What follows belongs to an exercise in optimizing a design on an open flow for small area; a production flow would make more cautious choices.
At most, simulation tests tie the RTL to the original design; equivalence was not proved.
For runs 1 and 7 to 10, only the layout was checked, not whether the RTL still works.

==> flow/design.v, too long to show whole: its modules and the start of the top module <==
// module mulNbit: 881 lines
// module ainv: 5 lines
// module ainvr: 5 lines
// module bxor: 5 lines
// module bxnor: 5 lines
// module btwon: 5 lines
// module bencn: 6 lines
// module bseln: 5 lines
// module fa: 6 lines
module mulNbit(a, b, clk, cin, rst, sum, cout);
  // ...
==> flow/flow/run.sh <==
#!/bin/bash
# The standard layout (standard.sh) with two changes:
#  - after the standard synthesis, every combinational cell is set to the
#    smallest drive strength of its family (flow/downsize.py); the resizer
#    in placement, CTS and routing upsizes what timing needs;
#  - the port buffers are the smallest buffer cell.
set -euo pipefail
ARGS=(BUFFER_PORTS_ARGS="-buffer_cell sky130_fd_sc_hd__buf_1")
R=orfs/results/sky130hd/mulNbit/base
bash standard.sh "${ARGS[@]}" synth > synth.log 2>&1
cp $R/1_2_yosys.v 1_2_yosys.standard.v
python3 flow/downsize.py "$FLOW_HOME/platforms/sky130hd/lib/sky130_fd_sc_hd__tt_025C_1v80.lib" $R/1_2_yosys.v > downsize.log 2>&1
rm -f $R/1_synth.odb $R/1_synth.sdc
bash standard.sh "${ARGS[@]}" finish > standard.log 2>&1
==> flow/flow/downsize.py <==
#!/usr/bin/env python3
"""Set every combinational cell of the synthesized netlist to the smallest
drive strength of its family (same function, same pins); the placement and
routing steps' resizer then upsizes whatever timing needs.
usage: downsize.py LIB NETLIST  (rewrites NETLIST in place)"""
import re
import sys
import collections

lib = open(sys.argv[1]).read()
cells = {}
for m in re.finditer(r'\n\s*cell\s*\(\s*"?(\w+)"?\s*\)\s*\{', lib):
    name = m.group(1)
    start = m.end()
    nxt = lib.find('\n    cell (', start)
    body = lib[start:nxt if nxt > 0 else len(lib)]
    am = re.search(r'area\s*:\s*([\d.]+)', body)
    pins = tuple(sorted(re.findall(r'pin\s*\(\s*"?(\w+)"?\s*\)', body)))
    ff = 'ff (' in body or 'ff(' in body or 'latch' in body
    cells[name] = (float(am.group(1)) if am else 0.0, pins, ff)
fam = collections.defaultdict(list)
for name, (area, pins, ff) in cells.items():
    m = re.match(r'(sky130_fd_sc_hd__\w+?)_(\d+)$', name)
    if m:
        fam[(m.group(1), pins)].append((area, int(m.group(2)), name))
best = {}
for (base, pins), lst in fam.items():
    lst.sort()
    for area, n, name in lst:
        best[name] = lst[0][2]
net = open(sys.argv[2]).read()
count = collections.Counter()


def rep(m):
    name = m.group(1)
    if name not in cells or cells[name][2]:
        return m.group(0)
    if name.startswith(('sky130_fd_sc_hd__clkbuf', 'sky130_fd_sc_hd__conb')):
        return m.group(0)
    b = best.get(name, name)
    if cells[b][0] >= cells[name][0]:
        b = name
    if b != name:
        count[(name, b)] += 1
    return m.group(0).replace(name, b, 1)


net = re.sub(r'^\s*(sky130_fd_sc_hd__\w+)\s', rep, net, flags=re.M)
open(sys.argv[2], 'w').write(net)
for (a, b), n in sorted(count.items()):
    print('%4d %s -> %s' % (n, a, b))
==> flow/standard.sh <==
#!/bin/bash
# synth_recipe.tcl (not shown) runs the flow's synth.tcl, then flattens the netlist and writes it again
# the make line also repeats each setting of config.mk as NAME=value (left out here)
make -C /OpenROAD-flow-scripts/flow DESIGN_CONFIG=/design/flow/config.mk WORK_HOME=/design/flow/orfs CLKGATE_MAP_FILE= SYNTH_SCRIPT=/design/flow/synth_recipe.tcl "${@:-finish}"
==> flow/config.mk <==
export PLATFORM = sky130hd
export DESIGN_NAME = mulNbit
export DESIGN_NICKNAME = mulNbit
export VERILOG_FILES = /design/flow/design.v
export SDC_FILE = /design/flow/constraint.sdc
export NUM_CORES = 4
export LEC_CHECK = 0
export CAP_MARGIN = 10
export CORE_MARGIN = 2
export CORE_UTILIZATION = 60
export CTS_BUF_LIST = sky130_fd_sc_hd__clkbuf_4 sky130_fd_sc_hd__clkbuf_8
export GPL_TIMING_DRIVEN = 0
export PLACE_DENSITY = 0.8
export SETUP_SLACK_MARGIN = 0.05
export SLEW_MARGIN = 10
export SYNTH_HIERARCHICAL = 1
export SYNTH_MINIMUM_KEEP_SIZE = 0
==> flow/constraint.sdc <==
create_clock -name core_clock -period 8.5 [get_ports {clk}]
set_input_delay 1.7000 -clock core_clock [delete_from_list [all_inputs] [get_ports {clk}]]
set_output_delay 1.7000 -clock core_clock [all_outputs]
set_load 0.01 [all_outputs]
==> out/results.tsv, run 1 <==
metric	value	unit
Worst Hold Depth	3	
final setup fails	0	
Slew @ Worst Pin	1.12	ns
Multi-input gate area	10300	um^2
TNS Setup	0	ns
post_cts resized	18	
seq_cells	33	
fin worst setup slack	0.296	ns
final core occ	0.675	
Fillers	1409	
worst path bufs/invs	2	
clock-pin slew on the worst setup and hold paths	0.08	ns
placed cell count	1377	
Die Y	139	um
WP data arrival	8.44	ns
Critical Path Source Type	input pin	
YS warnings	7	
unrepaired setup endpoints after global routing	no	
outcome	timing/DRC/antenna clean	
Final Non-Filler Cells	1401	
metal2 WL	16000	um
global route overflow	0	
DR iter-0 viols	1485	
Cell Rows	49	
gr usage total	0.360	
post-DP HPWL	23400	um
Max FO, Critical Path	27	
Metal-1 WL	12300	um
CTS buffer count	5	
Crit. End Element	register	
post-CTS setup buffer count	0	
DR pass1 iterations	8	
DRC Markers	0	
==> module bxor, before the edit <==
module bxor(a, b, y);   
	input a, b;
	output y;
	assign y = a ^ b;
endmodule
==> inputs of run 2 (changes only) <==
--- a/flow/design.v
+++ b/flow/design.v
@@ -812,39 +812,39 @@
   assign G1033 = G1001 | (P1002 & G1023);
   assign P1034 = P1002 & P1024;
   assign G1035 = G1003 | (P1004 & G1023);
   assign P1036 = P1004 & P1024;
   assign G1037 = G1005 | (P1006 & G1023);
   assign P1038 = P1006 & P1024;
   assign G1039 = G1007 | (P1008 & G1023);
   assign P1040 = P1008 & P1024;
-  bxor u_sum9 (.a(p914), .b(1'b0), .y(sum1041));
-  bxor u_sum10 (.a(p916), .b(G937), .y(sum1042));
-  bxor u_sum11 (.a(s480), .b(G961), .y(sum1043));
-  bxor u_sum12 (.a(p918), .b(G963), .y(sum1044));
-  bxor u_sum13 (.a(s502), .b(G985), .y(sum1045));
-  bxor u_sum14 (.a(p920), .b(G987), .y(sum1046));
-  bxor u_sum15 (.a(s528), .b(G989), .y(sum1047));
-  bxor u_sum16 (.a(p922), .b(G991), .y(sum1048));
-  bxor u_sum17 (.a(s558), .b(G1009), .y(sum1049));
-  bxor u_sum18 (.a(p924), .b(G1011), .y(sum1050));
-  bxor u_sum19 (.a(s592), .b(G1013), .y(sum1051));
-  bxor u_sum20 (.a(p926), .b(G1015), .y(sum1052));
-  bxor u_sum21 (.a(s630), .b(G1017), .y(sum1053));
-  bxor u_sum22 (.a(p928), .b(G1019), .y(sum1054));
-  bxor u_sum23 (.a(s672), .b(G1021), .y(sum1055));
-  bxor u_sum24 (.a(p930), .b(G1023), .y(sum1056));
-  bxor u_sum25 (.a(s718), .b(G1025), .y(sum1057));
-  bxor u_sum26 (.a(p932), .b(G1027), .y(sum1058));
-  bxor u_sum27 (.a(s768), .b(G1029), .y(sum1059));
-  bxor u_sum28 (.a(p934), .b(G1031), .y(sum1060));
-  bxor u_sum29 (.a(s822), .b(G1033), .y(sum1061));
-  bxor u_sum30 (.a(p936), .b(G1035), .y(sum1062));
-  bxor u_sum31 (.a(s880), .b(G1037), .y(sum1063));
+  assign sum1041 = p914 ^ 1'b0;
+  assign sum1042 = p916 ^ G937;
+  assign sum1043 = s480 ^ G961;
+  assign sum1044 = p918 ^ G963;
+  assign sum1045 = s502 ^ G985;
+  assign sum1046 = p920 ^ G987;
+  assign sum1047 = s528 ^ G989;
+  assign sum1048 = p922 ^ G991;
+  assign sum1049 = s558 ^ G1009;
+  assign sum1050 = p924 ^ G1011;
+  assign sum1051 = s592 ^ G1013;
+  assign sum1052 = p926 ^ G1015;
+  assign sum1053 = s630 ^ G1017;
+  assign sum1054 = p928 ^ G1019;
+  assign sum1055 = s672 ^ G1021;
+  assign sum1056 = p930 ^ G1023;
+  assign sum1057 = s718 ^ G1025;
+  assign sum1058 = p932 ^ G1027;
+  assign sum1059 = s768 ^ G1029;
+  assign sum1060 = p934 ^ G1031;
+  assign sum1061 = s822 ^ G1033;
+  assign sum1062 = p936 ^ G1035;
+  assign sum1063 = s880 ^ G1037;
   assign sum1064 = x912 ^ G1039;
   assign prod[0] = pp111;
   assign prod[1] = s416;
   assign prod[2] = s418;
   assign prod[3] = s422;
   assign prod[4] = s426;
   assign prod[5] = s432;
   assign prod[6] = s438;
@@ -884,17 +884,17 @@
 	output y;
 	assign y = ~x;
 endmodule
 module ainvr(x, r, y);
 	input x, r;
 	output y;
 	assign y = ~(x & r);
 endmodule
-module bxor(a, b, y);   
+module bxor(a, b, y);
 	input a, b;
 	output y;
 	assign y = a ^ b;
 endmodule
 module bxnor(a, b, y);
 	input a, b;
 	output y;
 	assign y = ~(a ^ b);
--- a/flow/config.mk
+++ b/flow/config.mk
@@ -5,13 +5,13 @@
 export SDC_FILE = /design/flow/constraint.sdc
 export NUM_CORES = 4
 export LEC_CHECK = 0
 export CAP_MARGIN = 10
 export CORE_MARGIN = 2
 export CORE_UTILIZATION = 60
 export CTS_BUF_LIST = sky130_fd_sc_hd__clkbuf_4 sky130_fd_sc_hd__clkbuf_8
 export GPL_TIMING_DRIVEN = 0
-export PLACE_DENSITY = 0.8
+export PLACE_DENSITY = 0.75
 export SETUP_SLACK_MARGIN = 0.05
 export SLEW_MARGIN = 10
 export SYNTH_HIERARCHICAL = 1
 export SYNTH_MINIMUM_KEEP_SIZE = 0
==> out/results.tsv, run 2 <==
metric	value	unit	change
cell family with most CP delay	adder cells		unchanged
Final Cycle Share	0.961		was 0.965
starting density of the core	0.612		was 0.611
required time worst endpoint	8.75	ns	was 8.73 ns
CORE AREA	18000	um^2	about the same
post-CTS setup buffer count	0		unchanged
endpoints failing hold	0		unchanged
via/cell ratio	6.82		was 7.12
clock-pin slew on the worst setup and hold paths	0.08	ns	about the same
Cell Rows	49		unchanged
Crit-path slowest cell	clkdlybuf4s15_2		was fa_1
largest net degree at the start of global routing	34		unchanged
Max FO, Critical Path	32		was 27
outcome	timing/DRC/antenna clean		unchanged
max_slew headroom	0.141		was 0.254
Root Driver	clkbuf_8		unchanged
CP max stage delay	0.75	ns	was 0.59 ns
Fillers	1474		was 1409
diodes inserted	0		unchanged
global route overflow	0		unchanged
TritonCTS clock tree	done		unchanged
unrepaired setup endpoints after global routing	no		unchanged
max reg flops	32		unchanged
share of cells above drive strength 1	0.0444		was 0.0623
Worst Hold Depth	3		unchanged
Slew Limit Fails	0		unchanged
Slew @ Worst Pin	1.29	ns	was 1.12 ns
WP data arrival	8.42	ns	was 8.44 ns
Post-Syn Nets	1378		was 1357
FMAX	122	MHz	about the same
clk sinks	33		unchanged
Syn Area/Cell	10.4	um^2	was 10.5 um^2
Critical Path Source Type	input pin		unchanged
Mapped Cells	1062		was 1045
final setup fails	0		unchanged
drt total wl	33200	um	was 35600 um
CTS buffer count	5		unchanged
Die Y	140	um	was 139 um
Final Instance Area	12000	um^2	was 12100 um^2
chip width	140	um	was 139 um
Hold Path Class	in2reg		unchanged
fin crit period	8.17	ns	was 8.20 ns
min-delay src	b[1]		unchanged
Max-Cap Viols	0		unchanged
commonest cells after routing, fill and taps aside	xor2_1 (309), o22ai_1 (271), fa_1 (233), buf_1 (86), xnor2_1 (41)		was xor2_1 (326), o22ai_1 (271), fa_1 (229), buf_1 (87), dfxtp_1 (33)
H-tree depth	2		unchanged
Placed Area	11800	um^2	about the same
first-pass GRT wire length	52900	um	was 54400 um
clock tree buffer depth	2		unchanged
gr usage total	0.345		was 0.360
TNS Setup	0	ns	unchanged
Final Non-Filler Cells	1401		unchanged
synthesis-to-finish area growth	8.81	%	was 10.5%
vias in the first global route	9699		was 10100
Crit. End Element	register		unchanged
WS Path Type	in2reg		unchanged
PortBufs	98		unchanged
Final #Nets	1488		was 1483
DR vias	9558		was 9969
Hold EP	sum[1]$_DFF_P_		unchanged
DRT antenna net count	0		unchanged
DRC Markers	0		unchanged
initial antenna violation count	0		unchanged
Critical Path, Cell by Cell	clkdlybuf4s15_2 -> nand2_2 -> o22ai_1 -> xor2_1 -> fa_1 -> fa_1 -> fa_1 -> fa_1 -> fa_1 -> fa_1 -> fa_1 -> xnor2_1 -> xnor2_1 -> xnor2_1 -> xnor2_1 -> xnor2_1 -> xnor2_1 -> xnor2_1		was clkbuf_4 -> xor2_1 -> clkinvlp_4 -> o22ai_1 -> xor2_1 -> fa_1 -> fa_1 -> fa_1 -> fa_1 -> fa_1 -> fa_1 -> fa_1 -> xnor2_1 -> xnor2_1 -> xnor2_1 -> xnor3_1 -> xnor2_1 -> xnor2_1
worst path bufs/invs	1		was 2
DR iter-0 viols	1259		was 1485
most common cell after layout, fill and taps aside	xor2_1		unchanged
CTS Hold Bufs	0		unchanged
Wirelength per Cell	23.7	um	was 25.4 um
DR pass1 iterations	6		was 8
final core occ	0.666		was 0.675
gp weighted congestion	0.936		about the same
synthesized area	11000	um^2	about the same
YS warnings	7		unchanged
placed cell count	1394		was 1377
post-DP HPWL	23500	um	was 23400 um
die area	19500	um^2	was 19400 um^2
Ports	100		unchanged
-- run 2: what timing repair did --
item | CTS | global route
cloned | 0 | 0
resized for setup | 14 | 21
endpoints found under the setup margin | 15 | 2
-- run 2: final cells by class --
class / count / area [um^2] / area share
Multi-Input combinational cell: 998 / 10300 / 0.861
Timing Repair Buffer: 103 / 512 / 0.0426
Tap cell: 229 / 287 / 0.0239
Inverter: 29 / 116 / 0.00969
Buffer: 2 / 8.76 / 0.000729
Sequential cell: 33 / 661 / 0.0550
Clock buffer: 7 / 90.1 / 0.00750
-- run 2: metrics by stage --
stage	hold slack (ns)	setup WS, ns
floorplan	1.95	0.954
global placement	2.09	-1.49
detailed placement	2.08	-0.685
CTS	2.01	0.175
global route	2.04	0.0552
finish	2.02	0.328
-- run 2: layer usage --
| layer | share of wire | wire length [um] | vias to the layer above | global-route usage |
|---|---|---|---|---|
| li1 | - | - | 4004 | - |
| met1 | 0.36 | 12100 | 4690 | 0.456 |
| met2 | 0.49 | 16300 | 723 | 0.567 |
| met3 | 0.10 | 3430 | 141 | 0.0674 |
| met4 | 0.042 | 1410 | 0 | 0.136 |
| met5 | 0 | 0 | - | 0.00501 |
-- run 2: worst max path at each step --
stage          start              end  cells after the start
4_1_cts        b[19]     cout$_DFF_P_                     19
3_5_place_dp     rst  sum[25]$_DFF_P_                     20
5_1_grt        b[21]     cout$_DFF_P_                     19
6_report         rst     cout$_DFF_P_                     18
2_1_floorplan   b[0]  sum[24]$_DFF_P_                     17
3_3_place_gp    b[1]     cout$_DFF_P_                     18
-- run 2: tightest hold or removal path: cells and delay by family --
family	cells	cell delay, ns
buffers and inverters	1	0.24
XOR/XNOR	1	0.22
adder cells (fa/ha/maj)	1	0.15
==> inputs of run 3 (changes only) <==
--- a/flow/config.mk
+++ b/flow/config.mk
@@ -10,7 +10,7 @@
 export CORE_UTILIZATION = 60
 export CTS_BUF_LIST = sky130_fd_sc_hd__clkbuf_4 sky130_fd_sc_hd__clkbuf_8
 export GPL_TIMING_DRIVEN = 0
-export PLACE_DENSITY = 0.75
+export PLACE_DENSITY = 0.7
 export SETUP_SLACK_MARGIN = 0.05
 export SLEW_MARGIN = 10
 export SYNTH_HIERARCHICAL = 1
==> out/results.tsv, run 3 <==
metric	value	unit	change
Cell Rows	49		unchanged
DRT antenna net count	0		unchanged
Critical Path Source Type	input pin		unchanged
DRC Markers	0		unchanged
gr usage total	0.350		was 0.345
H-tree depth	2		unchanged
Ports	100		unchanged
max reg flops	32		unchanged
FMAX	122	MHz	about the same
Final #Nets	1488		unchanged
CORE AREA	18000	um^2	unchanged
Post-Syn Nets	1378		unchanged
YS warnings	7		unchanged
TritonCTS clock tree	done		unchanged
synthesized area	11000	um^2	unchanged
end of the critical path	cout$_DFF_P_		unchanged
vias in the first global route	9723		was 9699
drt total wl	33300	um	was 33200 um
share of cells above drive strength 1	0.0358		was 0.0444
post-DP HPWL	23600	um	was 23500 um
DR iter-0 viols	1062		was 1259
beginning of the critical path	b[11]		was rst
diodes inserted	0		unchanged
Syn Area/Cell	10.4	um^2	unchanged
chip width	140	um	unchanged
Root Driver	clkbuf_8		unchanged
Slew Limit Fails	0		unchanged
PortBufs	98		unchanged
Crit. End Element	register		unchanged
clk sinks	33		unchanged
endpoints failing hold	0		unchanged
Final Cycle Share	0.967		was 0.961
WP data arrival	8.46	ns	was 8.42 ns
Fillers	1494		was 1474
largest net degree at the start of global routing	34		unchanged
commonest cells after routing, fill and taps aside	xor2_1 (309), o22ai_1 (271), fa_1 (233), buf_1 (88), xnor2_1 (41)		was xor2_1 (309), o22ai_1 (271), fa_1 (233), buf_1 (86), xnor2_1 (41)
first-pass GRT wire length	53200	um	was 52900 um
post-CTS setup buffer count	0		unchanged
die area	19500	um^2	unchanged
Slew @ Worst Pin	1.27	ns	was 1.29 ns
Max-Cap Viols	0		unchanged
CTS buffer count	5		unchanged
Final Instance Area	12000	um^2	about the same
starting density of the core	0.612		unchanged
most common cell after layout, fill and taps aside	xor2_1		unchanged
unrepaired setup endpoints after global routing	yes		was no
outcome	timing/DRC/antenna clean		unchanged
synthesis-to-finish area growth	8.57	%	was 8.81%
Wirelength per Cell	23.8	um	was 23.7 um
Mapped Cells	1062		unchanged
initial antenna violation count	0		unchanged
Die Y	140	um	unchanged
gp weighted congestion	0.905		was 0.936
WS Path Type	in2reg		unchanged
global route overflow	0		unchanged
required time worst endpoint	8.75	ns	about the same
clock-pin slew on the worst setup and hold paths	0.08	ns	about the same
max_slew headroom	0.156		was 0.141
Max FO, Critical Path	25		was 32
Placed Area	11800	um^2	about the same
via/cell ratio	6.69		was 6.82
final setup fails	0		unchanged
Hold Path Class	in2reg		unchanged
DR pass1 iterations	5		was 6
fin crit period	8.22	ns	was 8.17 ns
clock tree buffer depth	2		unchanged
DR vias	9378		was 9558
run 3: per-layer routing:
metal  vias to the layer above  part of all wire  track usage
met5                         -                 0            0
met4                         0             0.041        0.144
met3                       107             0.098       0.0695
met2                       594              0.48        0.560
met1                      4672              0.38        0.470
li1                       4005                 -            -
run 3: cell type report:
class                           count  area [um^2]  share of cell area
Tap cell                          229          287              0.0239
Clock buffer                        7         90.1             0.00752
Inverter                           29          113             0.00940
Multi-Input combinational cell    998        10300               0.860
Sequential cell                    33          661              0.0551
Timing Repair Buffer              103          519              0.0433
Buffer                              2         8.76            0.000731
run 3: per-stage QoR:
| stage | setup TNS [ns] | instances | utilization | setup WS, ns | hold slack (ns) |
|---|---|---|---|---|---|
| floorplan | 0 | 1062 | - | 0.954 | 1.95 |
| global placement | -21.96 | 1389 | 0.649 | -1.63 | 2.09 |
| detailed placement | -8.92 | 1394 | 0.657 | -0.756 | 2.09 |
| CTS | 0 | 1401 | 0.664 | 0.148 | 2.19 |
| global route | 0 | 1401 | 0.665 | 0.0377 | 2.17 |
| finish | 0 | 1401 | 0.665 | 0.285 | 2.14 |
run 3: worst max-delay path, stage by stage:
cell and delay (ns):
buf_2 0.61, xor2_1 0.22, nand2b_1 0.78, o22ai_1 0.17, xor2_1 0.21, fa_1 0.55
fa_1 0.46, fa_1 0.58, fa_1 0.45, fa_1 0.44, fa_1 0.45, fa_1 0.42
xnor2_1 0.15, xnor2_1 0.24, xnor2_1 0.17, xnor2_1 0.16, xnor2_1 0.11, xnor2_1 0.41
xnor2_1 0.17
run 3: worst min path at each step:
stage	start	to	slack (ns)	depth (start not counted)
after CTS	b[1]	sum[1]$_DFF_P_	2.19	4
after global placement	sum[30]$_DFF_P_	sum[30]	2.09	1
after detailed placement	sum[22]$_DFF_P_	sum[22]	2.09	1
after global routing	b[0]	sum[0]$_DFF_P_	2.17	3
final	b[0]	sum[0]$_DFF_P_	2.14	3
after floorplan	b[1]	sum[1]$_DFF_P_	1.95	2
run 3: repair_timing:
item                                    in CTS  in global routing
hold buffers                                 0                  0
gates resized for setup                     16                  5
endpoints found under the setup margin      17                  3
==> inputs of run 4 (changes only) <==
--- a/flow/config.mk
+++ b/flow/config.mk
@@ -10,7 +10,7 @@
 export CORE_UTILIZATION = 60
 export CTS_BUF_LIST = sky130_fd_sc_hd__clkbuf_4 sky130_fd_sc_hd__clkbuf_8
 export GPL_TIMING_DRIVEN = 0
-export PLACE_DENSITY = 0.7
+export PLACE_DENSITY = 0.85
 export SETUP_SLACK_MARGIN = 0.05
 export SLEW_MARGIN = 10
 export SYNTH_HIERARCHICAL = 1
==> out/results.tsv, run 4 <==
metric	value	unit	change
Critical Path, Cell by Cell	buf_2 -> xor2_1 -> nand2b_1 -> o22ai_1 -> xor2_1 -> fa_1 -> fa_1 -> fa_1 -> fa_1 -> fa_1 -> fa_1 -> fa_1 -> xnor2_1 -> xnor2_1 -> xnor2_1 -> xnor2_1 -> xnor2_1 -> xnor2_1 -> xnor2_1		unchanged
starting density of the core	0.612		unchanged
commonest cells after routing, fill and taps aside	xor2_1 (309), o22ai_1 (271), fa_1 (233), buf_1 (87), xnor2_1 (41)		was xor2_1 (309), o22ai_1 (271), fa_1 (233), buf_1 (88), xnor2_1 (41)
fin crit period	8.21	ns	was 8.22 ns
Critical Path Source Type	input pin		unchanged
post-DP HPWL	23400	um	was 23600 um
Placed Area	11800	um^2	about the same
Hold Path Class	in2reg		unchanged
H-tree depth	2		unchanged
Max-Cap Viols	0		unchanged
max reg flops	32		unchanged
WS Path Type	in2reg		unchanged
Final Cycle Share	0.966		was 0.967
die area	19500	um^2	unchanged
DRC Markers	0		unchanged
Mapped Cells	1062		unchanged
WP data arrival	8.46	ns	about the same
gr usage total	0.346		was 0.350
DR pass1 iterations	8		was 5
Final #Nets	1486		was 1488
unrepaired setup endpoints after global routing	no		was yes
diodes inserted	0		unchanged
endpoints failing hold	0		unchanged
Root Driver	clkbuf_8		unchanged
synthesized area	11000	um^2	unchanged
DRT antenna net count	0		unchanged
Post-Syn Nets	1378		unchanged
clk sinks	33		unchanged
chip width	140	um	unchanged
outcome	timing/DRC/antenna clean		unchanged
DR vias	9852		was 9378
Crit-path slowest cell	nand2b_1		unchanged
CTS Hold Bufs	0		unchanged
Cell Rows	49		unchanged
clock tree buffer depth	2		unchanged
first-pass GRT wire length	53200	um	about the same
PortBufs	98		unchanged
CTS buffer count	5		unchanged
gp weighted congestion	0.956		was 0.905
YS warnings	7		unchanged
Final Instance Area	12000	um^2	about the same
drt total wl	33700	um	was 33300 um
via/cell ratio	7.04		was 6.69
TritonCTS clock tree	done		unchanged
vias in the first global route	10100		was 9723
beginning of the critical path	b[11]		unchanged
min-delay src	b[1]		was b[0]
Wirelength per Cell	24.0	um	was 23.8 um
DR iter-0 viols	1483		was 1062
most common cell after layout, fill and taps aside	xor2_1		unchanged
Slew @ Worst Pin	1.34	ns	was 1.27 ns
final setup fails	0		unchanged
Crit. End Element	register		unchanged
Max FO, Critical Path	25		unchanged
initial antenna violation count	0		unchanged
required time worst endpoint	8.75	ns	about the same
Slew Limit Fails	0		unchanged
CORE AREA	18000	um^2	unchanged
FMAX	122	MHz	about the same
post-CTS setup buffer count	0		unchanged
Syn Area/Cell	10.4	um^2	unchanged
synthesis-to-finish area growth	8.46	%	was 8.57%
share of cells above drive strength 1	0.0359		was 0.0358
clock-pin slew on the worst setup and hold paths	0.08	ns	about the same
Ports	100		unchanged
Die Y	140	um	unchanged
Worst Hold Depth	3		unchanged
global route overflow	0		unchanged
max_slew headroom	0.106		was 0.156
CP max stage delay	0.82	ns	was 0.78 ns
largest net degree at the start of global routing	34		unchanged
[run 4: final cells by class]
type	count	area, um^2
Multi-Input combinational cell	998	10300
Timing Repair Buffer	101	463
Sequential cell	33	661
Clock buffer	5	68.8
Tap cell	229	287
Inverter	29	113
Clock inverter	3	65.1
Buffer	2	8.76
Fill cell	1385	6060
[run 4: what timing repair did]
action,4_1_cts,5_1_grt
hold endpoints to repair,0,0
pin swaps,0,0
endpoints found under the setup margin,14,5
gates resized for setup,15,6
[run 4: final timing paths]
check                            end  slack, ns
worst max-delay path    cout$_DFF_P_       0.29
worst min-delay path  sum[1]$_DFF_P_       2.06
[run 4: layer usage]
| layer | up-vias | share of wire | GRT usage |
|---|---|---|---|
| li1 | 4007 | - | - |
| met1 | 4776 | 0.35 | 0.449 |
| met2 | 886 | 0.48 | 0.564 |
| met3 | 181 | 0.12 | 0.0702 |
| met4 | 2 | 0.055 | 0.156 |
| met5 | - | 0.0010 | 0.0150 |
[run 4: per-stage QoR]
step | setup WS (ns) | std cells | TNS, ns | utilization | hold slack [ns]
2_1_floorplan | 0.954 | 1062 | 0 | - | 1.95
3_3_place_gp | -1.42 | 1389 | -18.09 | 0.649 | 2.09
3_5_place_dp | -0.715 | 1392 | -7.52 | 0.653 | 2.09
4_1_cts | 0.195 | 1400 | 0 | 0.663 | 2.02
5_1_grt | 0.0957 | 1400 | 0 | 0.664 | 2.05
6_report | 0.291 | 1400 | 0 | 0.664 | 2.06
[run 4: critical path: cells and delay by family]
kind	cells	cell delay (ns)
fa+ha+maj	7	3.40
xor+xnor	9	1.73
simple gates	1	0.82
buf+inv	1	0.61
compound gates	1	0.18
==> inputs of run 5 (changes only) <==
--- a/flow/config.mk
+++ b/flow/config.mk
@@ -10,8 +10,7 @@
 export CORE_UTILIZATION = 60
 export CTS_BUF_LIST = sky130_fd_sc_hd__clkbuf_4 sky130_fd_sc_hd__clkbuf_8
 export GPL_TIMING_DRIVEN = 0
-export PLACE_DENSITY = 0.85
-export SETUP_SLACK_MARGIN = 0.05
+export PLACE_DENSITY = 0.8
 export SLEW_MARGIN = 10
 export SYNTH_HIERARCHICAL = 1
 export SYNTH_MINIMUM_KEEP_SIZE = 0
==> out/results.tsv, run 5 <==
metric	value	unit	change
outcome	timing/DRC/antenna clean		unchanged
max reg flops	32		unchanged
starting density of the core	0.612		unchanged
diodes inserted	0		unchanged
Root Driver	clkbuf_8		unchanged
Final Instance Area	11900	um^2	was 12000 um^2
Reg area	661	um^2	unchanged
Wirelength per Cell	24.0	um	about the same
die area	19500	um^2	unchanged
CTS buffer count	5		unchanged
endpoints failing hold	0		unchanged
Die Y	140	um	unchanged
Final Non-Filler Cells	1400		unchanged
CP max stage delay	0.80	ns	was 0.82 ns
share of cells above drive strength 1	0.0350		was 0.0359
CTS Hold Bufs	0		unchanged
Final Cycle Share	0.973		was 0.966
via/cell ratio	6.91		was 7.04
unrepaired setup endpoints after global routing	no		unchanged
FMAX	121	MHz	was 122 MHz
chip width	140	um	unchanged
fin crit period	8.27	ns	was 8.21 ns
post-DP HPWL	23100	um	was 23400 um
synthesis-to-finish area growth	8.24	%	was 8.46%
YS warnings	7		unchanged
max_slew headroom	0.0857		was 0.106
Max FO, Critical Path	33		was 25
largest net degree at the start of global routing	34		unchanged
Critical Path, Cell by Cell	buf_1 -> inv_1 -> nand2_2 -> o22ai_1 -> xor2_1 -> fa_1 -> fa_1 -> fa_1 -> fa_1 -> fa_1 -> fa_1 -> fa_1 -> xnor2_1 -> xnor2_1 -> xnor2_1 -> xnor2_1 -> xnor2_1 -> xnor2_1 -> xnor2_1		was buf_2 -> xor2_1 -> nand2b_1 -> o22ai_1 -> xor2_1 -> fa_1 -> fa_1 -> fa_1 -> fa_1 -> fa_1 -> fa_1 -> fa_1 -> xnor2_1 -> xnor2_1 -> xnor2_1 -> xnor2_1 -> xnor2_1 -> xnor2_1 -> xnor2_1
Crit. End Element	register		unchanged
Slew @ Worst Pin	1.37	ns	was 1.34 ns
drt total wl	33600	um	was 33700 um
synthesized area	11000	um^2	unchanged
CORE AREA	18000	um^2	unchanged
most common cell after layout, fill and taps aside	xor2_1		unchanged
Multi-input gate area	10300	um^2	about the same
global route overflow	0		unchanged
commonest cells after routing, fill and taps aside	xor2_1 (309), o22ai_1 (271), fa_1 (233), buf_1 (88), xnor2_1 (41)		was xor2_1 (309), o22ai_1 (271), fa_1 (233), buf_1 (87), xnor2_1 (41)
Final #Nets	1486		unchanged
Hold EP	sum[3]$_DFF_P_		was sum[1]$_DFF_P_
DRT antenna net count	0		unchanged
Ports	100		unchanged
Syn Area/Cell	10.4	um^2	unchanged
Slew Limit Fails	0		unchanged
TritonCTS clock tree	done		unchanged
dpl ws	-0.750	ns	was -0.715 ns
Hold WS	2.06	ns	about the same
H-tree depth	2		unchanged
DRC Markers	0		unchanged
post-CTS setup buffer count	0		unchanged
required time worst endpoint	8.75	ns	about the same
clock-pin slew on the worst setup and hold paths	0.08	ns	about the same
final setup fails	0		unchanged
first-pass GRT wire length	52600	um	was 53200 um
TNS Setup	0	ns	unchanged
WP data arrival	8.52	ns	was 8.46 ns
vias in the first global route	10000		was 10100
WS Path Type	in2reg		unchanged
PortBufs	98		unchanged
placed cell count	1392		unchanged
DR vias	9677		was 9852
Mapped Cells	1062		unchanged
gp weighted congestion	0.970		was 0.956
clock tree buffer depth	2		unchanged
fin worst setup slack	0.228	ns	was 0.291 ns
gr usage total	0.344		was 0.346
min-delay src	b[3]		was b[1]
Hold Path Class	in2reg		unchanged
Critical Path Source Type	input pin		unchanged
DR pass1 iterations	6		was 8
Fillers	1473		was 1385
final core occ	0.663		was 0.664
DR iter-0 viols	1250		was 1483
Max-Cap Viols	0		unchanged
Post-Syn Nets	1378		unchanged
clk sinks	33		unchanged
Crit-path slowest cell	inv_1		was nand2b_1
Cell Rows	49		unchanged
initial antenna violation count	0		unchanged
Placed Area	11800	um^2	about the same
Worst Hold Depth	4		was 3
==> run 5: per-layer routing <==
layer	global-route usage	up-vias	wire length, um	part of all wire
li1	-	4006	-	-
met5	0	-	0	0
met3	0.0905	178	3980	0.12
met4	0.180	0	1850	0.055
met2	0.551	805	16000	0.48
met1	0.432	4688	11700	0.35
==> run 5: timing repair <==
item / 4_1_cts / 5_1_grt
setup endpoints to repair: 15 / 7
endpoints found under the hold margin: 0 / 0
resized for setup: 14 / 7
gates cloned: 0 / 0
==> run 5: worst max-delay path, delay by kind of cell <==
| family | cells | cell delay (ns) |
|---|---|---|
| XOR/XNOR | 8 | 1.63 |
| AND/OR/NAND/NOR | 1 | 0.68 |
| buffers and inverters | 2 | 0.88 |
| adder cells (fa/ha/maj) | 7 | 3.27 |
| AO/OA/AOI/OAI | 1 | 0.33 |
==> run 5: how the worst max path moves through the flow <==
stage	start	endpoint	slack [ns]	depth (start not counted)
floorplan	b[0]	sum[24]$_DFF_P_	0.95	17
global placement	b[1]	cout$_DFF_P_	-1.39	18
detailed placement	rst	sum[25]$_DFF_P_	-0.75	19
CTS	b[1]	cout$_DFF_P_	0.08	20
global route	b[0]	cout$_DFF_P_	0.008	19
finish	b[0]	cout$_DFF_P_	0.23	19
==> run 5: final cells by class <==
class / instances / area share
buffer: 2 / 0.000733
clock buffer: 7 / 0.00754
clock inverter: 1 / 0.00251
inverter: 29 / 0.00911
multi-input combinational: 998 / 0.863
sequential: 33 / 0.0553
tap: 229 / 0.0240
timing repair buffer: 101 / 0.0380
==> inputs of run 6 (changes only) <==
--- a/flow/config.mk
+++ b/flow/config.mk
@@ -11,6 +11,7 @@
 export CTS_BUF_LIST = sky130_fd_sc_hd__clkbuf_4 sky130_fd_sc_hd__clkbuf_8
 export GPL_TIMING_DRIVEN = 0
 export PLACE_DENSITY = 0.8
+export SETUP_SLACK_MARGIN = 0.05
 export SLEW_MARGIN = 10
 export SYNTH_HIERARCHICAL = 1
 export SYNTH_MINIMUM_KEEP_SIZE = 0
==> out/results.tsv, run 6 <==
metric	value	unit	change
Ports	100		unchanged
final core occ	0.663		about the same
max reg flops	32		unchanged
placed cell count	1392		unchanged
endpoints failing hold	0		unchanged
Final Cycle Share	0.963		was 0.973
gr usage total	0.344		unchanged
clk sinks	33		unchanged
Post-Syn Nets	1378		unchanged
starting density of the core	0.612		unchanged
Slew @ Worst Pin	1.39	ns	was 1.37 ns
Wirelength per Cell	24.1	um	was 24.0 um
Root Driver	clkbuf_8		unchanged
clock-pin slew on the worst setup and hold paths	0.08	ns	about the same
diodes inserted	0		unchanged
die area	19500	um^2	unchanged
required time worst endpoint	8.75	ns	about the same
Slew Limit Fails	0		unchanged
Placed Area	11800	um^2	unchanged
unrepaired setup endpoints after global routing	no		unchanged
Final Instance Area	12000	um^2	was 11900 um^2
drt total wl	33700	um	was 33600 um
clock tree buffer depth	2		unchanged
Critical Path, Cell by Cell	buf_2 -> buf_12 -> xor2_1 -> nand2b_1 -> o22ai_1 -> xor2_1 -> fa_1 -> fa_1 -> fa_1 -> fa_1 -> fa_1 -> fa_1 -> fa_1 -> xnor2_1 -> xnor2_1 -> xnor2_1 -> xnor2_1 -> xnor2_1 -> xnor2_1 -> xnor2_1		was buf_1 -> inv_1 -> nand2_2 -> o22ai_1 -> xor2_1 -> fa_1 -> fa_1 -> fa_1 -> fa_1 -> fa_1 -> fa_1 -> fa_1 -> xnor2_1 -> xnor2_1 -> xnor2_1 -> xnor2_1 -> xnor2_1 -> xnor2_1 -> xnor2_1
Critical Path Source Type	input pin		unchanged
synthesized area	11000	um^2	unchanged
final setup fails	0		unchanged
Hold WS	2.06	ns	about the same
max_slew headroom	0.0755		was 0.0857
Crit-path slowest cell	nand2b_1		was inv_1
Syn Area/Cell	10.4	um^2	unchanged
Hold Path Class	in2reg		unchanged
commonest cells after routing, fill and taps aside	xor2_1 (309), o22ai_1 (271), fa_1 (233), buf_1 (87), xnor2_1 (41)		was xor2_1 (309), o22ai_1 (271), fa_1 (233), buf_1 (88), xnor2_1 (41)
gp weighted congestion	0.970		unchanged
WS Path Type	in2reg		unchanged
vias in the first global route	10000		unchanged
CTS buffer count	5		unchanged
YS warnings	7		unchanged
synthesis-to-finish area growth	8.29	%	was 8.24%
DR vias	9680		was 9677
Crit. End Element	register		unchanged
Worst Hold Depth	4		unchanged
DRT antenna net count	0		unchanged
dpl ws	-0.750	ns	unchanged
Mapped Cells	1062		unchanged
share of cells above drive strength 1	0.0367		was 0.0350
PortBufs	98		unchanged
first-pass GRT wire length	52600	um	unchanged
CORE AREA	18000	um^2	unchanged
DR pass1 iterations	7		was 6
FMAX	122	MHz	was 121 MHz
CTS Hold Bufs	0		unchanged
WP data arrival	8.44	ns	was 8.52 ns
most common cell after layout, fill and taps aside	xor2_1		unchanged
Final Non-Filler Cells	1400		unchanged
Max-Cap Viols	0		unchanged
H-tree depth	2		unchanged
Fillers	1471		was 1473
DR iter-0 viols	1269		was 1250
via/cell ratio	6.91		about the same
Cell Rows	49		unchanged
largest net degree at the start of global routing	34		unchanged
DRC Markers	0		unchanged
initial antenna violation count	0		unchanged
global route overflow	0		unchanged
Final #Nets	1486		unchanged
chip width	140	um	unchanged
Max FO, Critical Path	30		was 33
post-DP HPWL	23100	um	unchanged
CP max stage delay	1.07	ns	was 0.80 ns
TritonCTS clock tree	done		unchanged
Reg area	661	um^2	unchanged
fin worst setup slack	0.312	ns	was 0.228 ns
Multi-input gate area	10300	um^2	unchanged
Die Y	140	um	unchanged
fin crit period	8.19	ns	was 8.27 ns
outcome	timing/DRC/antenna clean		unchanged
[run 6: cell type report]
type,instances,share of cell area
Inverter,29,0.00942
Tap cell,229,0.0240
Clock inverter,1,0.00251
Timing Repair Buffer,101,0.0381
Buffer,2,0.000733
Multi-Input combinational cell,998,0.862
Clock buffer,7,0.00754
Sequential cell,33,0.0553
[run 6: metrics by stage]
stage               setup TNS (ns)
floorplan                        0
global placement            -17.91
detailed placement           -8.41
CTS                              0
global route                     0
finish                           0
[run 6: what timing repair did]
item	CTS	global route
buffers inserted	0	0
resized for setup	14	10
setup endpoints to repair	16	9
[run 6: layer usage]
layer | part of all wire | GRT usage | vias up
met5 | 0 | 0 | -
met4 | 0.054 | 0.180 | 0
met3 | 0.12 | 0.0905 | 175
met2 | 0.47 | 0.551 | 821
met1 | 0.35 | 0.432 | 4682
li1 | - | - | 4002
[run 6: worst paths after layout]
| kind | start | end | slack (ns) |
|---|---|---|---|
| max | b[3] | cout$_DFF_P_ | 0.31 |
| min | b[3] | sum[3]$_DFF_P_ | 2.06 |
[run 6: worst max-delay path, delay by kind of cell]
family,cells,cell delay [ns]
adder cells (fa/ha/maj),7,3.33
buffers and inverters,2,0.39
AO/OA/AOI/OAI,1,0.18
XOR/XNOR,9,1.77
AND/OR/NAND/NOR,1,1.07
==> inputs of run 7 (changes only) <==
--- a/flow/design.v
+++ b/flow/design.v
@@ -889,7 +889,7 @@
 	output y;
 	assign y = ~(x & r);
 endmodule
-module bxor(a, b, y);
+module bxor(a, b, y);   
 	input a, b;
 	output y;
 	assign y = a ^ b;
--- a/flow/config.mk
+++ b/flow/config.mk
@@ -9,6 +9,7 @@
 export CORE_MARGIN = 2
 export CORE_UTILIZATION = 60
 export CTS_BUF_LIST = sky130_fd_sc_hd__clkbuf_4 sky130_fd_sc_hd__clkbuf_8
+export GPL_ROUTABILITY_DRIVEN = 0
 export GPL_TIMING_DRIVEN = 0
 export PLACE_DENSITY = 0.8
 export SETUP_SLACK_MARGIN = 0.05
==> out/results.tsv, run 7 <==
metric	value	unit	change
post-DP HPWL	23300	um	was 23100 um
Cell Rows	49		unchanged
FMAX	121	MHz	was 122 MHz
TritonCTS clock tree	done		unchanged
global route overflow	0		unchanged
PortBufs	98		unchanged
DRT antenna net count	0		unchanged
chip width	140	um	unchanged
CORE AREA	18000	um^2	unchanged
Hold Path Class	in2reg		unchanged
clock tree buffer depth	2		unchanged
starting density of the core	0.612		unchanged
Max FO, Critical Path	27		was 30
Post-Syn Nets	1378		unchanged
H-tree depth	2		unchanged
WL met3	3690	um	was 4040 um
share of cells above drive strength 1	0.0358		was 0.0367
initial antenna violation count	0		unchanged
Final Cycle Share	0.976		was 0.963
CTS Hold Bufs	0		unchanged
max_slew headroom	0.137		was 0.0755
endpoints failing hold	0		unchanged
Critical Path Source Type	input pin		unchanged
Die Y	140	um	unchanged
Metal-1 WL	12100	um	was 11900 um
DR pass1 iterations	6		was 7
top routing layer in use	met4		unchanged
Mapped Cells	1062		unchanged
synthesized area	11000	um^2	unchanged
Slew @ Worst Pin	1.29	ns	was 1.39 ns
Root Driver	clkbuf_8		unchanged
drt total wl	33700	um	about the same
Crit-path slowest cell	nand2b_1		unchanged
Wirelength per Cell	24.0	um	was 24.1 um
DR iter-0 viols	1305		was 1269
Syn Area/Cell	10.4	um^2	unchanged
DRC Markers	0		unchanged
max reg flops	32		unchanged
via/cell ratio	6.89		was 6.91
DR vias	9651		was 9680
WP data arrival	8.54	ns	was 8.44 ns
WS Path Type	in2reg		unchanged
Crit. End Element	register		unchanged
final setup fails	0		unchanged
CTS buffer count	5		unchanged
most common cell after layout, fill and taps aside	xor2_1		unchanged
fin crit period	8.30	ns	was 8.19 ns
required time worst endpoint	8.74	ns	was 8.75 ns
clock-pin slew on the worst setup and hold paths	0.08	ns	about the same
die area	19500	um^2	unchanged
diodes inserted	0		unchanged
first-pass GRT wire length	53500	um	was 52600 um
synthesis-to-finish area growth	8.42	%	was 8.29%
YS warnings	7		unchanged
Final #Nets	1487		was 1486
clk sinks	33		unchanged
Max-Cap Viols	0		unchanged
commonest cells after routing, fill and taps aside	xor2_1 (309), o22ai_1 (271), fa_1 (233), buf_1 (87), xnor2_1 (41)		unchanged
gr usage total	0.348		was 0.344
outcome	timing/DRC/antenna clean		unchanged
post-CTS setup buffer count	0		unchanged
worst path bufs/invs	1		was 2
Slew Limit Fails	0		unchanged
fin worst setup slack	0.201	ns	was 0.312 ns
largest net degree at the start of global routing	34		unchanged
Ports	100		unchanged
CP max stage delay	0.88	ns	was 1.07 ns
cell family with most CP delay	adder cells		unchanged
dpl ws	-0.740	ns	was -0.750 ns
metal2 WL	16100	um	was 16000 um
vias in the first global route	9950		was 10000
unrepaired setup endpoints after global routing	no		unchanged
Critical Path, Cell by Cell	buf_2 -> xor2_1 -> nand2b_1 -> o22ai_1 -> xor2_1 -> fa_1 -> fa_1 -> fa_1 -> fa_1 -> fa_1 -> fa_1 -> fa_1 -> xnor2_1 -> xnor2_1 -> xnor2_1 -> xnor2_1 -> xnor2_1 -> xnor2_1 -> xnor2_1		was buf_2 -> buf_12 -> xor2_1 -> nand2b_1 -> o22ai_1 -> xor2_1 -> fa_1 -> fa_1 -> fa_1 -> fa_1 -> fa_1 -> fa_1 -> fa_1 -> xnor2_1 -> xnor2_1 -> xnor2_1 -> xnor2_1 -> xnor2_1 -> xnor2_1 -> xnor2_1
run 7: metrics by stage:
step / utilization / instances / setup TNS, ns / hold slack, ns / area (um^2)
floorplan: - / 1062 / 0 / 1.95 / 11000
global placement: 0.649 / 1389 / -17.75 / 2.09 / 11700
detailed placement: 0.654 / 1393 / -8.46 / 2.08 / 11800
CTS: 0.663 / 1401 / 0 / 2.07 / 11900
global route: 0.664 / 1401 / 0 / 2.12 / 12000
finish: 0.664 / 1401 / 0 / 2.07 / 12000
run 7: repair_timing:
action	4_1_cts	5_1_grt
setup endpoints to repair	16	6
gates resized for setup	14	7
pin swaps	0	0
run 7: worst paths after layout:
check	start	end	slack [ns]	depth (start not counted)
min	b[3]	sum[3]$_DFF_P_	2.07	4
max	b[9]	cout$_DFF_P_	0.20	19
run 7: area by class of cell:
cell class,count,area (um^2)
clock inverters,1,30.0
inverters,29,113
multi-input cells,998,10300
flip-flops and latches,33,661
clock buffers,7,90.1
fillers,1449,6060
plain buffers,2,8.76
repair buffers,102,475
well taps,229,287
run 7: tightest hold or removal path, cell delays in order:
cell,delay [ns]
buf_2,0.15
nor2b_1,0.20
fa_1,0.20
ha_1,0.12
run 7: per-layer routing:
layer	track usage	vias up
li1	-	4009
met1	0.453	4719
met2	0.554	762
met3	0.0847	161
met4	0.166	0
met5	0	-
==> inputs of run 8 (changes only) <==
--- a/flow/config.mk
+++ b/flow/config.mk
@@ -7,9 +7,8 @@
 export LEC_CHECK = 0
 export CAP_MARGIN = 10
 export CORE_MARGIN = 2
-export CORE_UTILIZATION = 60
+export CORE_UTILIZATION = 70
 export CTS_BUF_LIST = sky130_fd_sc_hd__clkbuf_4 sky130_fd_sc_hd__clkbuf_8
-export GPL_ROUTABILITY_DRIVEN = 0
 export GPL_TIMING_DRIVEN = 0
 export PLACE_DENSITY = 0.8
 export SETUP_SLACK_MARGIN = 0.05
==> out/results.tsv, run 8 <==
metric	value	unit	change
Hold Path Class	in2reg		unchanged
max_slew headroom	0.219		was 0.137
outcome	timing/DRC/antenna clean		unchanged
Final Cycle Share	0.968		was 0.976
Post-Syn Nets	1378		unchanged
Multi-input gate area	10300	um^2	about the same
Max-Cap Viols	0		unchanged
synthesized area	11000	um^2	unchanged
Crit-path slowest cell	nand2b_1		unchanged
WS Path Type	in2reg		unchanged
Critical Path Source Type	input pin		unchanged
final setup fails	0		unchanged
first-pass GRT wire length	53800	um	was 53500 um
fin worst setup slack	0.268	ns	was 0.201 ns
required time worst endpoint	8.79	ns	was 8.74 ns
Worst Hold Depth	3		was 4
dpl ws	-0.841	ns	was -0.740 ns
clock-pin slew on the worst setup and hold paths	0.11	ns	was 0.08 ns
clk sinks	33		unchanged
Final Instance Area	12000	um^2	about the same
DR pass1 iterations	8		was 6
DRT antenna net count	0		unchanged
Mapped Cells	1062		unchanged
Final #Nets	1489		was 1487
Wirelength per Cell	24.6	um	was 24.0 um
Final Non-Filler Cells	1385		was 1401
post-DP HPWL	23000	um	was 23300 um
max reg flops	32		unchanged
DR vias	9835		was 9651
Die Y	130	um	was 140 um
Syn Area/Cell	10.4	um^2	unchanged
synthesis-to-finish area growth	8.79	%	was 8.42%
vias in the first global route	10000		was 9950
Reg area	661	um^2	unchanged
FMAX	121	MHz	about the same
post-CTS setup buffer count	0		unchanged
drt total wl	34100	um	was 33700 um
unrepaired setup endpoints after global routing	no		unchanged
Placed Area	11800	um^2	about the same
H-tree depth	2		unchanged
gp weighted congestion	0.915		
CTS buffer count	5		unchanged
placed cell count	1376		was 1393
commonest cells after routing, fill and taps aside	xor2_1 (309), o22ai_1 (271), fa_1 (233), buf_1 (87), xnor2_1 (41)		unchanged
global route overflow	0		unchanged
Max FO, Critical Path	25		was 27
diodes inserted	0		unchanged
CP max stage delay	0.81	ns	was 0.88 ns
chip width	130	um	was 140 um
fin crit period	8.23	ns	was 8.30 ns
TritonCTS clock tree	done		unchanged
Ports	100		unchanged
largest net degree at the start of global routing	34		unchanged
clock tree buffer depth	2		unchanged
worst path bufs/invs	1		unchanged
Critical Path, Cell by Cell	buf_2 -> xor2_1 -> nand2b_1 -> o22ai_1 -> xor2_1 -> fa_1 -> fa_1 -> fa_1 -> fa_1 -> fa_1 -> fa_1 -> fa_1 -> xnor2_1 -> xnor2_1 -> xnor2_1 -> xnor2_1 -> xnor2_1 -> xnor2_1 -> xnor2_1		unchanged
gr usage total	0.424		was 0.348
starting density of the core	0.721		was 0.612
DR iter-0 viols	1334		was 1305
CORE AREA	15300	um^2	was 18000 um^2
cell family with most CP delay	adder cells		unchanged
endpoints failing hold	0		unchanged
most common cell after layout, fill and taps aside	xor2_1		unchanged
initial antenna violation count	0		unchanged
Root Driver	clkbuf_8		unchanged
Worst path depth	19		unchanged
Cell Rows	45		was 49
via/cell ratio	7.10		was 6.89
die area	16800	um^2	was 19500 um^2
Slew Limit Fails	0		unchanged
Slew @ Worst Pin	1.17	ns	was 1.29 ns
YS warnings	7		unchanged
CTS Hold Bufs	0		unchanged
PortBufs	98		unchanged
Fillers	1101		was 1449
share of cells above drive strength 1	0.0417		was 0.0358
WP data arrival	8.52	ns	was 8.54 ns
DRC Markers	0		unchanged
Crit. End Element	register		unchanged
[run 8: worst paths after layout]
| kind | from | end | slack, ns |
|---|---|---|---|
| hold / removal | b[1] | sum[1]$_DFF_P_ | 1.97 |
| setup / recovery | b[11] | cout$_DFF_P_ | 0.27 |
[run 8: layout make-up]
cell class / count / area share
Multi-Input combinational cell: 998 / 0.859
Sequential cell: 33 / 0.0550
Timing Repair Buffer: 104 / 0.0438
Tap cell: 211 / 0.0220
Inverter: 29 / 0.00938
Clock buffer: 7 / 0.00750
Clock inverter: 1 / 0.00250
Buffer: 2 / 0.000730
[run 8: metal layers]
layer  share of wire  up-vias  GRT usage
li1                -     4002          -
met1            0.35     4748      0.560
met2            0.46      888      0.659
met3            0.13      197      0.122
met4           0.055        0      0.187
met5               0        -          0
[run 8: per-stage QoR]
stage	hold slack, ns	setup TNS, ns	util
2_1_floorplan	1.95	0	-
3_3_place_gp	2.08	-18.42	0.762
3_5_place_dp	2.08	-9.30	0.771
4_1_cts	1.96	0	0.781
5_1_grt	2.01	0	0.784
6_report	1.97	0	0.784
[run 8: worst min-delay path, cell delays in order]
cell and delay [ns]:
buf_2 0.21, xor2_1 0.21, ha_1 0.15
[run 8: timing repair]
item,in CTS,in global routing
hold endpoints to repair,0,0
endpoints found under the setup margin,15,7
resized for setup,13,10
==> inputs of run 9 (changes only) <==
--- a/flow/config.mk
+++ b/flow/config.mk
@@ -7,7 +7,7 @@
 export LEC_CHECK = 0
 export CAP_MARGIN = 10
 export CORE_MARGIN = 2
-export CORE_UTILIZATION = 70
+export CORE_UTILIZATION = 50
 export CTS_BUF_LIST = sky130_fd_sc_hd__clkbuf_4 sky130_fd_sc_hd__clkbuf_8
 export GPL_TIMING_DRIVEN = 0
 export PLACE_DENSITY = 0.8
==> out/results.tsv, run 9 <==
metric	value	unit	change
outcome	timing/DRC/antenna clean		unchanged
Cell Rows	54		was 45
Hold Path Class	in2reg		unchanged
CORE AREA	21800	um^2	was 15300 um^2
DRC Markers	0		unchanged
Max-Cap Viols	0		unchanged
Slew Limit Fails	0		unchanged
Final Non-Filler Cells	1455		was 1385
Max FO, Critical Path	27		was 25
commonest cells after routing, fill and taps aside	xor2_1 (309), o22ai_1 (271), fa_1 (233), buf_1 (87), xnor2_1 (41)		unchanged
share of cells above drive strength 1	0.0383		was 0.0417
required time worst endpoint	8.77	ns	was 8.79 ns
endpoints failing hold	0		unchanged
DR vias	9974		was 9835
Root Driver	clkbuf_8		unchanged
chip width	153	um	was 130 um
most common cell after layout, fill and taps aside	xor2_1		unchanged
gp weighted congestion	0.919		was 0.915
Hold WS	2.07	ns	was 1.97 ns
vias in the first global route	10500		was 10000
first-pass GRT wire length	56100	um	was 53800 um
DRT antenna net count	0		unchanged
largest net degree at the start of global routing	34		unchanged
clock tree buffer depth	2		unchanged
fin crit period	8.22	ns	was 8.23 ns
post-CTS setup buffer count	0		unchanged
H-tree depth	2		unchanged
Ports	100		unchanged
placed cell count	1445		was 1376
final setup fails	0		unchanged
synthesis-to-finish area growth	9.57	%	was 8.79%
post-DP HPWL	24400	um	was 23000 um
Post-Syn Nets	1378		unchanged
Syn Area/Cell	10.4	um^2	unchanged
clock-pin slew on the worst setup and hold paths	0.10	ns	was 0.11 ns
TNS Setup	0	ns	unchanged
FMAX	122	MHz	was 121 MHz
max_slew headroom	0.181		was 0.219
DR iter-0 viols	1316		was 1334
synthesized area	11000	um^2	unchanged
Mapped Cells	1062		unchanged
gr usage total	0.303		was 0.424
Die Y	153	um	was 130 um
Final Instance Area	12100	um^2	was 12000 um^2
CTS Hold Bufs	0		unchanged
starting density of the core	0.507		was 0.721
DR pass1 iterations	6		was 8
initial antenna violation count	0		unchanged
die area	23300	um^2	was 16800 um^2
via/cell ratio	6.85		was 7.10
clk sinks	33		unchanged
global route overflow	0		unchanged
PortBufs	98		unchanged
Wirelength per Cell	24.3	um	was 24.6 um
drt total wl	35300	um	was 34100 um
Crit. End Element	register		unchanged
Critical Path Source Type	input pin		unchanged
Slew @ Worst Pin	1.23	ns	was 1.17 ns
WP data arrival	8.49	ns	was 8.52 ns
max reg flops	32		unchanged
YS warnings	7		unchanged
unrepaired setup endpoints after global routing	no		unchanged
Placed Area	11900	um^2	was 11800 um^2
Final Cycle Share	0.966		was 0.968
WS Path Type	in2reg		unchanged
TritonCTS clock tree	done		unchanged
CTS buffer count	5		unchanged
Final #Nets	1489		unchanged
## run 9: cell count changes in the layout (fill, tap and decap cells not counted), sizes merged
cell	change
diode	+1
## run 9: final timing paths
| path | endpoint | from | depth (start not counted) |
|---|---|---|---|
| worst min-delay path | sum[1]$_DFF_P_ | b[1] | 3 |
| worst max-delay path | cout$_DFF_P_ | b[5] | 20 |
## run 9: what timing repair did
item	in CTS	in global routing
setup endpoints to repair	17	6
resized for setup	12	8
gates cloned	0	0
## run 9: area by class of cell
cell class              count  area (um^2)
plain buffers               2         8.76
clock inverters             1         30.0
fillers                  1868         9660
multi-input cells         998        10300
flip-flops and latches     33          661
diodes                      1         2.50
repair buffers            104          533
well taps                 280          350
inverters                  29          113
clock buffers               7         90.1
## run 9: worst max-delay path: stages
cell and delay [ns]:
buf_2 0.47, buf_16 0.24, xor2_1 0.09, inv_1 0.78
o22ai_1 0.23, xor2_1 0.22, fa_1 0.55, fa_1 0.58
fa_1 0.45, fa_1 0.51, fa_1 0.44, fa_1 0.45
fa_1 0.44, xnor2_1 0.16, xnor2_1 0.22, xnor2_1 0.16
xnor2_1 0.16, xnor2_1 0.11, xnor2_1 0.34, xnor2_1 0.16
## run 9: metal layers
| layer | global-route usage | wire [um] | part of all wire | vias to the layer above |
|---|---|---|---|---|
| li1 | - | - | - | 4001 |
| met1 | 0.387 | 12700 | 0.36 | 4844 |
| met2 | 0.475 | 16300 | 0.46 | 889 |
| met3 | 0.0708 | 3890 | 0.11 | 240 |
| met4 | 0.171 | 2420 | 0.068 | 0 |
| met5 | 0 | 0 | 0 | - |
## run 9: through the flow
stage               utilization  worst slack [ns]
global route              0.556             0.104
global placement          0.540             -1.56
detailed placement        0.547            -0.814
finish                    0.556             0.285
CTS                       0.554             0.112
floorplan                     -             0.954
==> inputs of run 10 (changes only) <==
--- a/flow/config.mk
+++ b/flow/config.mk
@@ -7,9 +7,9 @@
 export LEC_CHECK = 0
 export CAP_MARGIN = 10
 export CORE_MARGIN = 2
-export CORE_UTILIZATION = 50
+export CORE_UTILIZATION = 60
 export CTS_BUF_LIST = sky130_fd_sc_hd__clkbuf_4 sky130_fd_sc_hd__clkbuf_8
-export GPL_TIMING_DRIVEN = 0
+export GPL_TIMING_DRIVEN = 1
 export PLACE_DENSITY = 0.8
 export SETUP_SLACK_MARGIN = 0.05
 export SLEW_MARGIN = 10
==> out/results.tsv, run 10 <==
metric	value	unit	change
outcome	timing/DRC/antenna clean		unchanged
required time worst endpoint	8.71	ns	was 8.77 ns
GR Layer Usage met3	0.0847		was 0.0708
Post-Syn Nets	1378		unchanged
Hold Path Class	in2reg		unchanged
global route overflow	0		unchanged
Wirelength per Cell	23.3	um	was 24.3 um
TritonCTS clock tree	done		unchanged
synthesized area	11000	um^2	unchanged
synthesis-to-finish area growth	11.8	%	was 9.57%
endpoints failing hold	0		unchanged
Ports	100		unchanged
CTS buffer count	5		unchanged
TNS Setup	0	ns	unchanged
via/cell ratio	6.74		was 6.85
CTS Hold Bufs	0		unchanged
met1 GRT Util	0.449		was 0.387
starting density of the core	0.612		was 0.507
Slew Limit Fails	0		unchanged
DR iter-0 viols	1107		was 1316
post-DP HPWL	25200	um	was 24400 um
post_cts resized	0		was 12
gp weighted congestion	0.973		was 0.919
met2 usage	0.559		was 0.475
Max-Cap Viols	0		unchanged
Slew @ Worst Pin	0.847	ns	was 1.23 ns
die area	19500	um^2	was 23300 um^2
CORE AREA	18000	um^2	was 21800 um^2
first-pass GRT wire length	53300	um	was 56100 um
Root Driver	clkbuf_8		unchanged
H-tree depth	2		unchanged
max reg flops	32		unchanged
Cell Rows	49		was 54
drt total wl	34000	um	was 35300 um
Max FO, Critical Path	32		was 27
clock-pin slew on the worst setup and hold paths	0.08	ns	was 0.10 ns
largest net degree at the start of global routing	34		unchanged
vias in the first global route	10200		was 10500
Syn Area/Cell	10.4	um^2	unchanged
min-delay src	a[0]		was b[1]
commonest cells after routing, fill and taps aside	xor2_1 (309), o22ai_1 (271), fa_1 (233), buf_1 (92), buf_4 (62)		was xor2_1 (309), o22ai_1 (271), fa_1 (233), buf_1 (87), xnor2_1 (41)
Crit. End Element	register		unchanged
fin worst setup slack	0.833	ns	was 0.285 ns
diodes inserted	0		was 1
Die Y	140	um	was 153 um
most common cell after layout, fill and taps aside	xor2_1		unchanged
DRC Markers	0		unchanged
share of cells above drive strength 1	0.0658		was 0.0383
FMAX	130	MHz	was 122 MHz
PortBufs	98		unchanged
Mapped Cells	1062		unchanged
DR vias	9846		was 9974
final setup fails	0		unchanged
WP data arrival	7.87	ns	was 8.49 ns
Placed Area	12200	um^2	was 11900 um^2
Final Cycle Share	0.902		was 0.966
Hold EP	sum[0]$_DFF_P_		was sum[1]$_DFF_P_
post-CTS setup buffer count	0		unchanged
Final #Nets	1546		was 1489
chip width	140	um	was 153 um
Hold WS	2.00	ns	was 2.07 ns
WS Path Type	in2reg		unchanged
max_slew headroom	0.434		was 0.181
DR pass1 iterations	6		unchanged
DRT antenna net count	0		unchanged
clock tree buffer depth	2		unchanged
Worst Hold Depth	4		was 3
YS warnings	7		unchanged
fin crit period	7.67	ns	was 8.22 ns
Critical Path Source Type	input pin		unchanged
gr usage total	0.350		was 0.303
initial antenna violation count	0		unchanged
dpl ws	0.620	ns	was -0.814 ns
unrepaired setup endpoints after global routing	no		unchanged
busiest layer in global routing	met2		unchanged
Final Instance Area	12300	um^2	was 12100 um^2
clk sinks	33		unchanged
run 10: how the worst max path moves through the flow:
stage                            endpoint  slack (ns)  from  depth (start not counted)
after detailed placement     cout$_DFF_P_        0.62  b[1]                         20
after CTS                    cout$_DFF_P_        0.92   rst                         20
final                        cout$_DFF_P_        0.83   rst                         20
after floorplan           sum[24]$_DFF_P_        0.95  b[0]                         17
after global placement       cout$_DFF_P_        0.67   rst                         20
after global routing         cout$_DFF_P_        0.53   rst                         20
run 10: layout make-up:
type,count,area [um^2]
repair buffers,163,901
flip-flops and latches,33,661
clock buffers,7,90.1
fillers,1390,5690
clock inverters,1,30.0
well taps,229,287
multi-input cells,998,10300
inverters,29,109
run 10: per-layer routing:
| layer | share of wire | wire length (um) |
|---|---|---|
| met5 | 0 | 0 |
| met4 | 0.054 | 1840 |
| met3 | 0.12 | 4010 |
| met2 | 0.47 | 16000 |
| met1 | 0.36 | 12200 |
run 10: metrics by stage:
| step | utilization | std cells |
|---|---|---|
| final | 0.684 | 1460 |
| after floorplan | - | 1062 |
| after global placement | 0.678 | 1452 |
| after global routing | 0.684 | 1460 |
| after detailed placement | 0.678 | 1452 |
| after CTS | 0.684 | 1460 |
run 10: worst max-delay path, stage by stage:
cell,delay (ns)
buf_1,0.07
buf_4,0.29
nand2_1,0.59
buf_4,0.38
o22ai_1,0.20
xor2_1,0.23
fa_1,0.48
fa_1,0.45
fa_1,0.52
fa_1,0.47
fa_1,0.43
fa_1,0.45
fa_1,0.41
ha_1,0.33
nand2_1,0.09
nor2_1,0.12
o211ai_1,0.17
a21oi_1,0.22
o21ai_0,0.13
xnor2_1,0.14

==> afterwards: timing with drivers on the ports <==
Ports are ideal in the flow. The routed layouts listed here were re-timed in OpenROAD.
Step 1 assumes that a clkbuf_16 drives the clock port and a buf_2 every other input.
Step 2 moves the port delays by t, midway between the first and last clock arrival at a register: inputs arrive t later, outputs are due t later. That takes back most of the time a late clock gives input paths.
Slacks: ideal ports / drivers / drivers and shift; pairs: ideal ports / drivers.
| run | shift t [ns] | setup WS [ns] | worst data-port slew with drivers (ns) |
|---|---|---|---|
| run 1 | 0.354 | 0.296 / 0.305 / -0.049 | 0.04 |
| run 2 | 0.360 | 0.328 / 0.346 / -0.014 | 0.04 |
| run 3 | 0.351 | 0.285 / 0.294 / -0.057 | 0.04 |
| run 4 | 0.366 | 0.291 / 0.307 / -0.059 | 0.05 |
| run 5 | 0.357 | 0.228 / 0.246 / -0.111 | 0.04 |
| run 6 | 0.361 | 0.312 / 0.319 / -0.042 | 0.04 |
| run 7 | 0.358 | 0.201 / 0.220 / -0.138 | 0.04 |
| run 8 | 0.374 | 0.268 / 0.283 / -0.091 | 0.04 |
| run 9 | 0.372 | 0.285 / 0.304 / -0.068 | 0.04 |
| run 10 | 0.362 | 0.833 / 0.849 / 0.486 | 0.06 |
With both steps, setup timing fails in 9 of these runs, where it was met with ideal ports. For run 8, which loses most, drivers alone change the setup slack by +0.015 ns; drivers and shift together by -0.359 ns.
